Source: an optimization exercise on an open RTL-to-GDS flow (aim: small area). Production flows keep margins and buffers that such runs may drop. At most, simulation tests tie the RTL to the original design; equivalence was not proved. The flow treats the clock pin as an ideal source. Dropping or thinning the clock tree relies on that and would not hold on a real chip. Power is estimated from default activity; no workload was simulated.

==> flow/design.v <==
module musec(input clk, input rb, output buzzer, output [7:0] segs, output [3:0] bits);
	reg [16:0] dc;
	reg [1:0] lt;
	wire dz = dc[15:0] == 16'd0;
	wire dtick = dz & ~dc[16];
	always @(posedge clk) begin
		dc <= {dc[15:0], dc[16] ^ dc[13] ^ dz};
		lt <= lt ^ {lt[0] & dtick, dtick};
	end
	assign segs = {~lt[1] & lt[0], lt[1] | lt[0], lt[1] ^ lt[0], 3'b000, ~lt[1] | lt[0], 1'b1};
	assign bits = {lt[1] | lt[0], lt[1] | ~lt[0], ~lt[1] | lt[0], ~lt[1] | ~lt[0]};
	reg st;             
	reg buzz;
	reg [5:0] cur;
	reg stop;
	reg [13:0] tc;      
	reg [4:0] hc;       
	assign buzzer = buzz;
	wire c_lo = ~cur[5] & ~(cur[4] & cur[3]);          
	wire c_hi = ~cur[5] & cur[4] & cur[3];             
	wire c32 = cur[5] & ~cur[0];                       
	wire tlong = c32 | (c_lo & ~cur[1] & ~cur[0]);
	wire tone_lo = c_lo & cur[0];
	wire tone_hi = c_hi & ~cur[0];
	wire t1 = (tone_lo & ~cur[4] & ~cur[3]) | (tone_hi & cur[2] & cur[1]);
	wire t2 = (tone_lo & ~cur[4] & cur[3]) | (tone_hi & cur[2] & ~cur[1]);
	wire t3 = (tone_lo & cur[4] & ~cur[3]) | (tone_hi & ~cur[2] & cur[1]);
	wire t4 = tone_hi & ~cur[2] & ~cur[1];
	wire rest = ~(tlong | tone_lo | tone_hi);
	wire [13:0] ltv = ({14{tlong}} & 14'd9318) | ({14{(t1 | rest)}} & 14'd887) | ({14{t2}} & 14'd12669) | ({14{t3}} & 14'd9237) | ({14{t4}} & 14'd2874);
	wire [4:0] lh = ({5{tlong}} & 5'd12) | ({5{t1}} & 5'd26) | ({5{t2}} & 5'd26) | ({5{t3}} & 5'd29) | ({5{t4}} & 5'd14) | ({5{rest}} & 5'd3);
	wire ev = tc == 14'd10676;
	wire fin = buzz & hc == 5'd1;
	wire done = fin & ((tlong & tc == 14'd3799) | ((t1 | rest) & tc == 14'd13078) | (t2 & tc == 14'd14665) | (t3 & tc == 14'd2519) | (t4 & tc == 14'd16055));
	always @(posedge clk) begin
		if (st | ev) tc <= ltv;
		else tc <= {tc[12:0], tc[13] ^ tc[12]};
		if (st) hc <= lh;
		else if (ev & buzz) hc <= {hc[3:0], hc[4] ^ hc[2]};
	end
	always @(posedge clk or posedge rb) begin
		if (rb) begin
			st <= 1'b1;
			buzz <= 1'b1;
			cur <= 6'd0;
			stop <= 1'b0;
		end else if (st) begin
			st <= 1'b0;
			buzz <= 1'b0;
		end else begin
			if (rest) buzz <= 1'b1;
			else if (ev) buzz <= ~buzz;
			if (done) begin
				st <= 1'b1;
				if (~cur[5] & (&cur[4:0]) & ~stop) begin
					cur <= 6'd1;
					stop <= 1'b1;
				end else if (~(cur[5] & cur[0]))
					cur <= cur ^ {&cur[4:0], &cur[3:0], &cur[2:0], &cur[1:0], cur[0], 1'b1};
			end
		end
	end
endmodule
export LEC_CHECK = 0
export CAP_MARGIN = 20
export CORE_MARGIN = 2
export CORE_UTILIZATION = 40
export SLEW_MARGIN = 20
create_clock -name core_clock -period 10.0 [get_ports {clk}]
standard.sh (not shown) runs the stock make flow with config.mk's settings and CLKGATE_MAP_FILE= SYNTH_SCRIPT=/design/flow/synth_recipe.tcl, a recipe that flattens the netlist after the stock synthesis.
==> flow/flow/run.sh <==
#!/bin/bash
# Standard synthesis, then an area-oriented re-mapping of its combinational logic
# (flip-flops untouched: same instances, names and cell types), then the standard flow's own
# standard layout steps from floorplan to finish.
set -euo pipefail
cd "$(dirname "$0")/.."
W=$PWD
R=$W/orfs/results/$FLOW_PLATFORM/musec/base
LIB=$FLOW_HOME/platforms/$FLOW_PLATFORM/lib/sky130_fd_sc_hd__tt_025C_1v80.lib

bash standard.sh synth > $W/1_standard_synth.log 2>&1

cp $R/1_2_yosys.v $W/1_2_yosys_standard.v
bash $W/flow/resyn.sh $W/1_2_yosys_standard.v $W/1_2_yosys_resyn.v $LIB > $W/2_resyn.log 2>&1
# keep the standard synthesis's registers: same instance names and cell types
grep -oE 'sky130_fd_sc_hd__(df|edf|sdf)[a-z]+_[0-9]+ +[^ ]+' $W/1_2_yosys_standard.v | awk '{sub(/_[0-9]+$/,"",$1); print $1, $2}' | sort > $W/regs_standard.txt
grep -oE 'sky130_fd_sc_hd__(df|edf|sdf)[a-z]+_[0-9]+ +[^ ]+' $W/1_2_yosys_resyn.v | awk '{sub(/_[0-9]+$/,"",$1); print $1, $2}' | sort > $W/regs_resyn.txt
if cmp -s $W/regs_standard.txt $W/regs_resyn.txt; then
  cp $W/1_2_yosys_resyn.v $R/1_2_yosys.v
  rm -f $R/1_synth.odb $R/1_synth.sdc
else
  echo "resyn changed the registers; keeping the standard netlist" >> $W/2_resyn.log
fi

# extra make settings for the layout steps, one per line
mapfile -t KNOBS < <(grep -v '^#' $W/flow/knobs.txt | grep .)
bash standard.sh "${KNOBS[@]}" finish > $W/3_layout.log 2>&1
Other scripts of this flow, unchanged in this note and not shown: flow/flow/knobs.txt, flow/flow/resyn.sh
The first run finished with timing, DRC and antenna clean.
Next try:
--- a/flow/design.v
+++ b/flow/design.v
@@ -27,11 +27,11 @@
 	wire t3 = (tone_lo & cur[4] & ~cur[3]) | (tone_hi & ~cur[2] & cur[1]);
 	wire t4 = tone_hi & ~cur[2] & ~cur[1];
 	wire rest = ~(tlong | tone_lo | tone_hi);
-	wire [13:0] ltv = ({14{tlong}} & 14'd9318) | ({14{(t1 | rest)}} & 14'd887) | ({14{t2}} & 14'd12669) | ({14{t3}} & 14'd9237) | ({14{t4}} & 14'd2874);
+	wire [13:0] ltv = ({14{tlong}} & 14'd7290) | ({14{(t1 | rest)}} & 14'd7088) | ({14{t2}} & 14'd14106) | ({14{t3}} & 14'd12583) | ({14{t4}} & 14'd6708);
 	wire [4:0] lh = ({5{tlong}} & 5'd12) | ({5{t1}} & 5'd26) | ({5{t2}} & 5'd26) | ({5{t3}} & 5'd29) | ({5{t4}} & 5'd14) | ({5{rest}} & 5'd3);
-	wire ev = tc == 14'd10676;
+	wire ev = tc == 14'd1;
 	wire fin = buzz & hc == 5'd1;
-	wire done = fin & ((tlong & tc == 14'd3799) | ((t1 | rest) & tc == 14'd13078) | (t2 & tc == 14'd14665) | (t3 & tc == 14'd2519) | (t4 & tc == 14'd16055));
+	wire done = fin & ((tlong & tc == 14'd740) | ((t1 | rest) & tc == 14'd15162) | (t2 & tc == 14'd2225) | (t3 & tc == 14'd7755) | (t4 & tc == 14'd2588));
 	always @(posedge clk) begin
 		if (st | ev) tc <= ltv;
 		else tc <= {tc[12:0], tc[13] ^ tc[12]};
Effect: Non-clock buffer count is unchanged; global-route usage came out higher by 1.0 points; total power rises by 0.66%; via count climbs by 10%; critical path depth does not change; cell area goes up by 4.4%; wire length climbs by 9.7%.
No functional check of the RTL was part of the second run of this note.

========
musec, a different RTL version from the one above (not shown whole).
Size in the first run: ~180 cells after synthesis, ~15 I/O pins.
==> flow/design.v (excerpt) <==
module musec(input clk, input rb, output buzzer, output [7:0] segs, output [3:0] bits);
==> module musec, before the edit <==
module musec(input clk, input rb, output buzzer, output [7:0] segs, output [3:0] bits);
	reg [16:0] dc;
	reg [1:0] lt;
	wire dz = dc[15:0] == 16'd0;
	wire dtick = dz & ~dc[16];
	always @(posedge clk) begin
		dc <= {dc[15:0], dc[16] ^ dc[13] ^ dz};
		lt <= lt ^ {lt[0] & dtick, dtick};
	end
	assign segs = {~lt[1] & lt[0], lt[1] | lt[0], lt[1] ^ lt[0], 3'b000, ~lt[1] | lt[0], 1'b1};
	assign bits = {lt[1] | lt[0], lt[1] | ~lt[0], ~lt[1] | lt[0], ~lt[1] | ~lt[0]};
	reg st;             
	reg buzz;
	reg [5:0] cur;
	reg stop;
	reg [13:0] tc;      
	reg [4:0] hc;       
	assign buzzer = buzz;
	wire c_lo = ~cur[5] & ~(cur[4] & cur[3]);          
	wire c_hi = ~cur[5] & cur[4] & cur[3];             
	wire c32 = cur[5] & ~cur[0];                       
	wire tlong = c32 | (c_lo & ~cur[1] & ~cur[0]);
	wire tone_lo = c_lo & cur[0];
	wire tone_hi = c_hi & ~cur[0];
	wire t1 = (tone_lo & ~cur[4] & ~cur[3]) | (tone_hi & cur[2] & cur[1]);
	wire t2 = (tone_lo & ~cur[4] & cur[3]) | (tone_hi & cur[2] & ~cur[1]);
	wire t3 = (tone_lo & cur[4] & ~cur[3]) | (tone_hi & ~cur[2] & cur[1]);
	wire t4 = tone_hi & ~cur[2] & ~cur[1];
	wire rest = ~(tlong | tone_lo | tone_hi);
	wire [13:0] ltv = ({14{tlong}} & 14'd13793) | ({14{(t1 | rest)}} & 14'd5625) | ({14{t2}} & 14'd10223) | ({14{t3}} & 14'd13271) | ({14{t4}} & 14'd971);
	wire ev = tc == 14'd11713;
	wire fin = buzz & ((tlong & hc == 5'd14) | (t1 & hc == 5'd11) | (t2 & hc == 5'd11) | (t3 & hc == 5'd22) | (t4 & hc == 5'd12) | (rest & hc == 5'd31));
	wire done = fin & ((tlong & tc == 14'd7188) | ((t1 | rest) & tc == 14'd5752) | (t2 & tc == 14'd10179) | (t3 & tc == 14'd16308) | (t4 & tc == 14'd2158));
	always @(posedge clk) begin
		if (st | ev) tc <= ltv;
		else tc <= {tc[12:0], tc[13] ^ tc[12]};
		hc <= ({5{st}} & 5'd1) | ({5{~st & ev & buzz}} & {hc[3:0], hc[4] ^ hc[2]}) | ({5{~st & ~(ev & buzz)}} & hc);
	end
	always @(posedge clk or posedge rb) begin
		if (rb) begin
			st <= 1'b1;
			buzz <= 1'b1;
			cur <= 6'd0;
			stop <= 1'b0;
		end else if (st) begin
			st <= 1'b0;
			buzz <= 1'b0;
		end else begin
			if (rest) buzz <= 1'b1;
			else if (ev) buzz <= ~buzz;
			if (done) begin
				st <= 1'b1;
				if (~cur[5] & (&cur[4:0]) & ~stop) begin
					cur <= 6'd1;
					stop <= 1'b1;
				end else if (~(cur[5] & cur[0]))
					cur <= cur ^ {&cur[4:0], &cur[3:0], &cur[2:0], &cur[1:0], cur[0], 1'b1};
			end
		end
	end
endmodule
==> flow/config.mk <==
export PLATFORM = sky130hd
export DESIGN_NAME = musec
export DESIGN_NICKNAME = musec
export VERILOG_FILES = /design/flow/design.v
export SDC_FILE = /design/flow/constraint.sdc
export NUM_CORES = 4
export LEC_CHECK = 0
export CAP_MARGIN = 20
export CORE_MARGIN = 2
export CORE_UTILIZATION = 40
export SLEW_MARGIN = 20
==> flow/constraint.sdc <==
create_clock -name core_clock -period 10.0 [get_ports {clk}]
set_input_delay 2.0000 -clock core_clock [delete_from_list [all_inputs] [get_ports {clk}]]
set_output_delay 2.0000 -clock core_clock [all_outputs]
set_load 0.01 [all_outputs]
==> flow/flow/run.sh <==
#!/bin/bash
# Standard synthesis, then an area-oriented re-mapping of its combinational logic
# (flip-flops untouched: same instances, names and cell types), then the standard flow's own
# standard layout steps from floorplan to finish.
set -euo pipefail
cd "$(dirname "$0")/.."
W=$PWD
R=$W/orfs/results/$FLOW_PLATFORM/musec/base
LIB=$FLOW_HOME/platforms/$FLOW_PLATFORM/lib/sky130_fd_sc_hd__tt_025C_1v80.lib

bash standard.sh synth > $W/1_standard_synth.log 2>&1

cp $R/1_2_yosys.v $W/1_2_yosys_standard.v
bash $W/flow/resyn_iter.sh $W/1_2_yosys_standard.v $W/1_2_yosys_resyn0.v $LIB ${NUM_CORES:-4} > $W/2_resyn.log 2>&1
# one tie cell for all constants
python3 $W/flow/merge_conb.py $W/1_2_yosys_resyn0.v $W/1_2_yosys_resyn1.v
if bash $W/flow/eqcheck.sh $W/1_2_yosys_standard.v $W/1_2_yosys_resyn1.v $LIB >> $W/2_resyn.log 2>&1; then
  cp $W/1_2_yosys_resyn1.v $W/1_2_yosys_resyn.v
else
  cp $W/1_2_yosys_resyn0.v $W/1_2_yosys_resyn.v
fi
# keep the standard synthesis's registers: same instance names and cell types
grep -oE 'sky130_fd_sc_hd__(df|edf|sdf)[a-z]+_[0-9]+ +[^ ]+' $W/1_2_yosys_standard.v | awk '{sub(/_[0-9]+$/,"",$1); print $1, $2}' | sort > $W/regs_standard.txt
grep -oE 'sky130_fd_sc_hd__(df|edf|sdf)[a-z]+_[0-9]+ +[^ ]+' $W/1_2_yosys_resyn.v | awk '{sub(/_[0-9]+$/,"",$1); print $1, $2}' | sort > $W/regs_resyn.txt
if cmp -s $W/regs_standard.txt $W/regs_resyn.txt; then
  cp $W/1_2_yosys_resyn.v $R/1_2_yosys.v
  rm -f $R/1_synth.odb $R/1_synth.sdc
else
  echo "resyn changed the registers; keeping the standard netlist" >> $W/2_resyn.log
fi

# CTS: the flip-flops (under 50) are split by position into a few groups, each driven
# by one clock buffer from the clock port (flow/mycts.tcl), in place of TritonCTS's
# tree. The rest of ORFS's cts step (legalisation, timing repair) is unchanged.
read CLKBUF NGROUPS < <(grep -v '^#' $W/flow/clkbuf.txt | head -1)
rm -rf $W/scripts
cp -r $FLOW_HOME/scripts $W/scripts
python3 - $W/scripts/cts.tcl "$W/flow/mycts.tcl" "$CLKBUF" "$NGROUPS" <<'PY'
import sys
p, tcl, buf, n = sys.argv[1:5]
s = open(p).read()
old = 'log_cmd clock_tree_synthesis {*}$cts_args'
assert old in s
s = s.replace(old, f"source {tcl}\nlog_cmd my_small_cts {buf} {n}")
open(p, 'w').write(s)
PY
# extra make settings for the layout steps, one per line
mapfile -t KNOBS < <(grep -v '^#' $W/flow/knobs.txt | grep .)
bash standard.sh "${KNOBS[@]}" SCRIPTS_DIR=$W/scripts finish > $W/3_layout.log 2>&1
Other scripts of this flow, unchanged in this note and not shown: flow/flow/clkbuf.txt, flow/flow/cutff.py, flow/flow/eqcheck.sh, flow/flow/knobs.txt, flow/flow/merge_conb.py, flow/flow/mycts.tcl, flow/flow/resyn.sh, flow/flow/resyn_iter.sh
The baseline finished with timing, DRC and antenna clean.
Change:
--- a/flow/design.v
+++ b/flow/design.v
@@ -28,13 +28,14 @@
 	wire t4 = tone_hi & ~cur[2] & ~cur[1];
 	wire rest = ~(tlong | tone_lo | tone_hi);
 	wire [13:0] ltv = ({14{tlong}} & 14'd13793) | ({14{(t1 | rest)}} & 14'd5625) | ({14{t2}} & 14'd10223) | ({14{t3}} & 14'd13271) | ({14{t4}} & 14'd971);
+	wire [4:0] lh = ({5{tlong}} & 5'd12) | ({5{t1}} & 5'd26) | ({5{t2}} & 5'd26) | ({5{t3}} & 5'd29) | ({5{t4}} & 5'd14) | ({5{rest}} & 5'd3);
 	wire ev = tc == 14'd11713;
-	wire fin = buzz & ((tlong & hc == 5'd14) | (t1 & hc == 5'd11) | (t2 & hc == 5'd11) | (t3 & hc == 5'd22) | (t4 & hc == 5'd12) | (rest & hc == 5'd31));
+	wire fin = buzz & hc == 5'd1;
 	wire done = fin & ((tlong & tc == 14'd7188) | ((t1 | rest) & tc == 14'd5752) | (t2 & tc == 14'd10179) | (t3 & tc == 14'd16308) | (t4 & tc == 14'd2158));
 	always @(posedge clk) begin
 		if (st | ev) tc <= ltv;
 		else tc <= {tc[12:0], tc[13] ^ tc[12]};
-		hc <= ({5{st}} & 5'd1) | ({5{~st & ev & buzz}} & {hc[3:0], hc[4] ^ hc[2]}) | ({5{~st & ~(ev & buzz)}} & hc);
+		hc <= ({5{st}} & lh) | ({5{~st & ev & buzz}} & {hc[3:0], hc[4] ^ hc[2]}) | ({5{~st & ~(ev & buzz)}} & hc);
 	end
 	always @(posedge clk or posedge rb) begin
 		if (rb) begin
Utilization goes up by 0.33 points.
Worst setup slack is worse by 0.033 ns.
Via count goes up by a few percent.
Cell count goes up by a few percent.
Design area goes up slightly.
Sequential share of layout area goes down by 0.80 points.
Wire length goes up by a few percent.
Flip-flop and latch count stays the same.
Sequential power is about the same.
Maximum frequency goes down slightly.
Clock skew goes up by 0.0085 ns.
In every run of this note, the design's own scripts or RTL, not TritonCTS, make the clock network.

==> port drivers added, routing unchanged <==
Ports are ideal in the flow. The routed layouts listed here were re-timed in OpenROAD. Step 1 assumes that a clkbuf_16 drives the clock port and a buf_2 every other input. Step 2 times the ports against the registers' clock, not the clock port: input delays grow and output delays shrink by t, the midpoint of the rising clock arrivals with the driver on. Slacks: no drivers / after step 1 / after step 2; pairs: no drivers / after step 1.
run | t, ns | slack for setup (ns) | worst hold slack (ns) | worst setup path at the end | slew at the worst register clock pin (ns)
the first run of note 1 | 0.315 | 6.858 / 6.831 / 7.092 | 0.352 / 0.352 / 0.352 | register to register | 0.09 / 0.09
the second run of note 1 | 0.327 | 6.857 / 6.831 / 7.076 | 0.329 / 0.329 / 0.329 | register to register | 0.10 / 0.10
the first run of note 2 | 0.195 | 6.926 / 6.883 / 7.026 | 0.353 / 0.353 / 0.353 | register to register | 0.10 / 0.10
the second run of note 2 | 0.198 | 6.893 / 6.893 / 6.893 | 0.355 / 0.355 / 0.355 | register to register | 0.10 / 0.10
After both steps every run listed still meets setup and hold.
